What follows belongs to an exercise in optimizing a design on an open flow for small area; a production flow would make more cautious choices.
Where RTL was checked, it was by simulation tests only, not by an equivalence proof against the original.
Power figures rest on the tool's default switching activity, not on a simulated workload.

## v5
==> flow/design.v <==
`timescale 1ns/1ps
module clock_divider (
    input  wire clk,
    input  wire reset,
    output wire tick
);
    reg  [7:0] c;
    wire       z  = ~|c[6:0];
    wire       fb = c[7] ^ c[5] ^ c[4] ^ c[3] ^ z;
    always @(posedge clk) begin
        if (reset) c <= 8'b1100_0101;
        else       c <= {c[6:0], fb};
    end
    assign tick = c[7] & z;
endmodule
`timescale 1ns/1ps
module debounced (
    input  wire clk,
    input  wire rst,
    input  wire raw,
    output reg  q
);
    localparam [6:0] INV = 7'b0101010;
    reg  [6:0] s;
    wire [6:0] c  = s ^ INV;
    wire       d  = (raw ^ q) & ~rst;
    wire       z  = ~|c[5:0];
    wire       fb = c[6] ^ c[5] ^ z;
    always @(posedge clk) s <= (d ? {c[5:0], fb} : 7'd0) ^ INV;
    always @(posedge clk or posedge rst) begin
        if (rst) q <= 1'b0;
        else if (d & c[6] & z) q <= raw;
    end
endmodule
`timescale 1ns/1ps
module simon_fsm_hard (
    input  wire        clk,
    input  wire        tick,
    input  wire        reset,
    input  wire        ev_v,       
    input  wire [1:0]  ev_b,       
    output wire        ev_hold,    
    output wire [3:0]  led,
    output wire        error_led,
    output wire [3:0]  digit       
);
    reg [2:0] st;
    reg [6:0] hc;
    reg [3:0] idx, rnd;
    wire s_init  = ~(st[2] | st[1] | st[0]);
    wire s_play  = ~st[1] & st[0];
    wire s_wait  = st[1] & ~st[0];
    wire s_check = st[1] & st[0];
    wire s_error = st[2];
    wire [3:0] pat;
    assign pat[0] = (~idx[0] & idx[1] & ~idx[3]) | (~idx[0] & idx[2] & ~idx[3]);
    assign pat[1] = (idx[0] & ~idx[1] & ~idx[2]) | (~idx[1] & ~idx[2] & idx[3]);
    assign pat[2] = (idx[0] & idx[2]) | (~idx[1] & idx[2] & idx[3]);
    assign pat[3] = (~idx[0] & ~idx[1] & ~idx[2] & ~idx[3]) | (idx[0] & idx[1]) | (idx[1] & ~idx[2] & idx[3]);
    wire valid = ev_v;
    wire ok    = pat[ev_b];
    assign ev_hold = s_wait & ev_v;
    wire [3:0] inc  = {idx[2:0], ~(idx[3] ^ idx[0])};     
    wire [3:0] rinc = {rnd[2:0], ~(rnd[3] ^ rnd[0])};    
    wire       last = (inc == rnd);
    wire       hce  = (hc == 7'd10);
    wire       r10  = (rnd[1] & rnd[2]);    
    always @(posedge clk or posedge reset) begin
        if (reset) begin
            st <= 3'b000;
            hc <= 7'd0;
        end else if (tick) begin
            if (s_init ? ~hce : (s_play & ~(hce & last)))
                hc <= (hc + 1'b1) | {1'b0, hce, 5'b0};
            if (s_init) begin
                if (hce) st <= 3'b001;
            end else if (s_play) begin
                if (hce & last) st <= 3'b010;
            end else if (s_wait) begin
                if (valid) st <= 3'b011;
            end else if (s_check) begin
                st <= ~ok ? 3'b100 : ~last ? 3'b010 : r10 ? 3'b000 : 3'b001;
            end else begin  
                if (valid) st <= 3'b001;
            end
        end
    end
    always @(posedge clk) begin
        if (tick) begin
            if (s_init | s_error) begin
                idx <= 4'd14;
                rnd <= 4'd8;
            end else if (s_play) begin
                if (hce) idx <= last ? 4'd12 : inc;
            end else if (s_check & ok) begin
                if (!last) idx <= inc;
                else begin idx <= 4'd14; rnd <= rinc; end
            end
        end
    end
    assign led       = s_play ? pat : 4'b0000;
    assign error_led = s_error;
    assign digit = {s_init & hc[3],
                    st[2] | (s_init & hc[2]),
                    st[1] | (s_init & hc[1]),
                    st[0] | (s_init & hc[0])};
endmodule
`timescale 1ns/1ps
module debug_display(
    input  wire [3:0] hex,
    output reg  [6:0] seg
);
  always @(*) begin
    case (hex)
      4'h0: seg = 7'b1000000;
      4'h1: seg = 7'b1111001;
      4'h2: seg = 7'b0100100;
      4'h3: seg = 7'b0110000;
      4'h4: seg = 7'b0011001;
      4'h5: seg = 7'b0010010;
      4'h6: seg = 7'b0000010;
      4'h7: seg = 7'b1111000;
      4'h8: seg = 7'b0000000;
      4'h9: seg = 7'b0010000;
      default: seg = 7'b0001000;  
    endcase
  end
endmodule
`timescale 1ns/1ps
module top(
    input  wire       clk,         
    input  wire       reset,       
    input  wire [3:0] btn,         
    output wire [3:0] led,         
    output wire       error_led,   
    output wire [6:0] seg,         
    output wire [3:0] an           
);
  wire tick;
  clock_divider btn_clk_gen (.clk(clk), .reset(reset), .tick(tick));
  wire [3:0] clean_btn;
  genvar k;
  generate
    for (k = 0; k < 4; k = k + 1) begin : DEB
      debounced db (.clk(clk), .rst(reset), .raw(btn[k]), .q(clean_btn[k]));
    end
  endgenerate
  reg  [3:0] btn_s1;
  reg        ev_v;
  reg  [1:0] ev_b;
  wire       ev_hold;
  wire [3:0] rise = clean_btn & ~btn_s1;
  always @(posedge clk) begin
    if (tick) begin
      btn_s1 <= clean_btn;
      if (!ev_hold) begin
        ev_v <= (rise == 4'b0001) | (rise == 4'b0010) |
                (rise == 4'b0100) | (rise == 4'b1000);
        ev_b <= {rise[3] | rise[2], rise[3] | rise[1]};
      end
    end
  end
  wire [3:0] digit;
  simon_fsm_hard fsm (
    .clk       (clk),
    .tick      (tick),
    .reset     (reset),
    .ev_v      (ev_v),
    .ev_b      (ev_b),
    .ev_hold   (ev_hold),
    .led       (led),
    .error_led (error_led),
    .digit     (digit)
  );
  debug_display dbg (.hex(digit), .seg(seg));
  assign an = 4'b1110;
endmodule
export LEC_CHECK = 0
export CAP_MARGIN = 20
export CORE_MARGIN = 2
export CORE_UTILIZATION = 70
export CTS_BUF_LIST = sky130_fd_sc_hd__clkbuf_4
export CTS_CLUSTER_DIAMETER = 100
export CTS_CLUSTER_SIZE = 30
export SLEW_MARGIN = 20
create_clock -name core_clock -period 10.0 [get_ports {clk}]
standard.sh (not shown) runs the stock make flow with config.mk's settings and CLKGATE_MAP_FILE= SYNTH_SCRIPT=/design/flow/synth_recipe.tcl, a recipe that flattens the netlist after the stock synthesis.
==> flow/flow/run.sh <==
#!/bin/bash
# Own layout flow: the standard synthesis, its combinational logic re-mapped
# for area (registers untouched, proven equal), then the standard layout
# with port buffers of the smallest buffer cell.
set -euo pipefail
W=$(pwd)
F=$W/flow
R=$W/orfs/results/$FLOW_PLATFORM/top/base
YOSYS=$(readlink -f "$FLOW_HOME/../tools/install/yosys/bin/yosys")
export REMAP_LIB=$FLOW_HOME/platforms/$FLOW_PLATFORM/lib/sky130_fd_sc_hd__tt_025C_1v80.lib
export REMAP_TOP=$FLOW_TOP
export REMAP_SCRIPT=$F/area.abc

bash standard.sh synth > $W/synth.log 2>&1
cp $R/1_2_yosys.v $W/std_1_2_yosys.v
export REMAP_IN=$W/std_1_2_yosys.v
export REMAP_OUT=$W/remap_1_2_yosys.v
if "$YOSYS" -c $F/remap.tcl > $W/remap.log 2>&1 && \
   "$YOSYS" -c $F/equiv.tcl > $W/equiv.log 2>&1; then
  cp $REMAP_OUT $R/1_2_yosys.v
  rm -f $R/1_synth.odb $R/1_synth.sdc
  echo "using re-mapped netlist" > $W/remap_status.txt
else
  echo "re-map failed; using the standard netlist" > $W/remap_status.txt
fi

export BUFFER_PORTS_ARGS="-buffer_cell sky130_fd_sc_hd__buf_1"
export CTS_ARGS="-sink_clustering_enable -repair_clock_nets -sink_clustering_size 30 -sink_clustering_max_diameter 100 -buf_list sky130_fd_sc_hd__clkbuf_4 -dont_use_dummy_load"
bash standard.sh finish > $W/finish.log 2>&1
Other scripts of this flow, unchanged in this note and not shown: flow/flow/area.abc, flow/flow/equiv.tcl, flow/flow/remap.tcl
## Diff of input files: v30 against v5
--- a/flow/design.v
+++ b/flow/design.v
@@ -5,33 +5,38 @@
     output wire tick
 );
     reg  [7:0] c;
     wire       z  = ~|c[6:0];
     wire       fb = c[7] ^ c[5] ^ c[4] ^ c[3] ^ z;
-    always @(posedge clk) begin
+    always @(posedge clk or posedge reset) begin
         if (reset) c <= 8'b1100_0101;
         else       c <= {c[6:0], fb};
     end
     assign tick = c[7] & z;
 endmodule
 `timescale 1ns/1ps
 module debounced (
     input  wire clk,
     input  wire rst,
-    input  wire raw,
-    output reg  q
+    input  wire raw,    
+    output reg  q       
 );
     localparam [6:0] INV = 7'b0101010;
     reg  [6:0] s;
     wire [6:0] c  = s ^ INV;
-    wire       d  = (raw ^ q) & ~rst;
-    wire       z  = ~|c[5:0];
-    wire       fb = c[6] ^ c[5] ^ z;
-    always @(posedge clk) s <= (d ? {c[5:0], fb} : 7'd0) ^ INV;
+    wire       d  = raw ^ q;                 
+    wire       zl = ~|c[4:0];
+    wire       z  = ~c[5] & zl;              
+    wire       fb = c[6] ^ (c[5] | zl);      
     always @(posedge clk or posedge rst) begin
-        if (rst) q <= 1'b0;
-        else if (d & c[6] & z) q <= raw;
+        if (rst) begin
+            s <= INV;
+            q <= 1'b0;
+        end else begin
+            s <= (d ? {c[5:0], fb} : 7'd0) ^ INV;
+            if (d & c[6] & z) q <= raw;
+        end
     end
 endmodule
 `timescale 1ns/1ps
 module simon_fsm_hard (
     input  wire        clk,
Findings:
The final layout from v5, which completed every stage, passed the timing, DRC and antenna checks at the end of the flow.
v30 completed; timing, DRC and antenna clean
Clock network area share: v30 vs v5 — no meaningful difference
When v30 is set beside v5, its critical path depth turns out to be 2 larger.
On share of power burned in registers: between v5 and v30, it ends up lower for v30.
v30 against v5: number of standard cells in the final layout excluding fillers fell by about 3.8%, worst vdd rail ir drop up about 11%, power density over cell area has increased, number of cells in the design after placement went down by 13.
Looking at all-layer global routing usage, v30 sits 1.2 points below v5.
v30 and v5 ended up with roughly the same period utilization.
v30 ended up with a lower met1 layer wirelength in the final routing than v5 did.
No functional check of the RTL was part of v5.

[port drivers added, routing unchanged]
The flow's constraints put no driver on any port. The routed layouts listed below were extracted and timed again, unchanged, in two steps.
Step 1 assumes that a clkbuf_16 drives the clock port and a buf_2 every other input.
Step 2 also shifts input and output timing later by t, the mid clock arrival at the registers, as if the neighbouring blocks saw the same clock.
Three values: ideal, step 1, step 2; two values: the first two.
run | t (ns) | setup slack, ns | slew at the worst register clock pin (ns) | pins driven straight from the clock port
v5 | 0.386 | 5.833 / 5.812 / 6.056 | 0.10 / 0.10 | 1
v30 | 0.416 | 5.839 / 5.811 / 6.227 | 0.10 / 0.10 | 1
After both steps setup and hold are still met in every run listed.
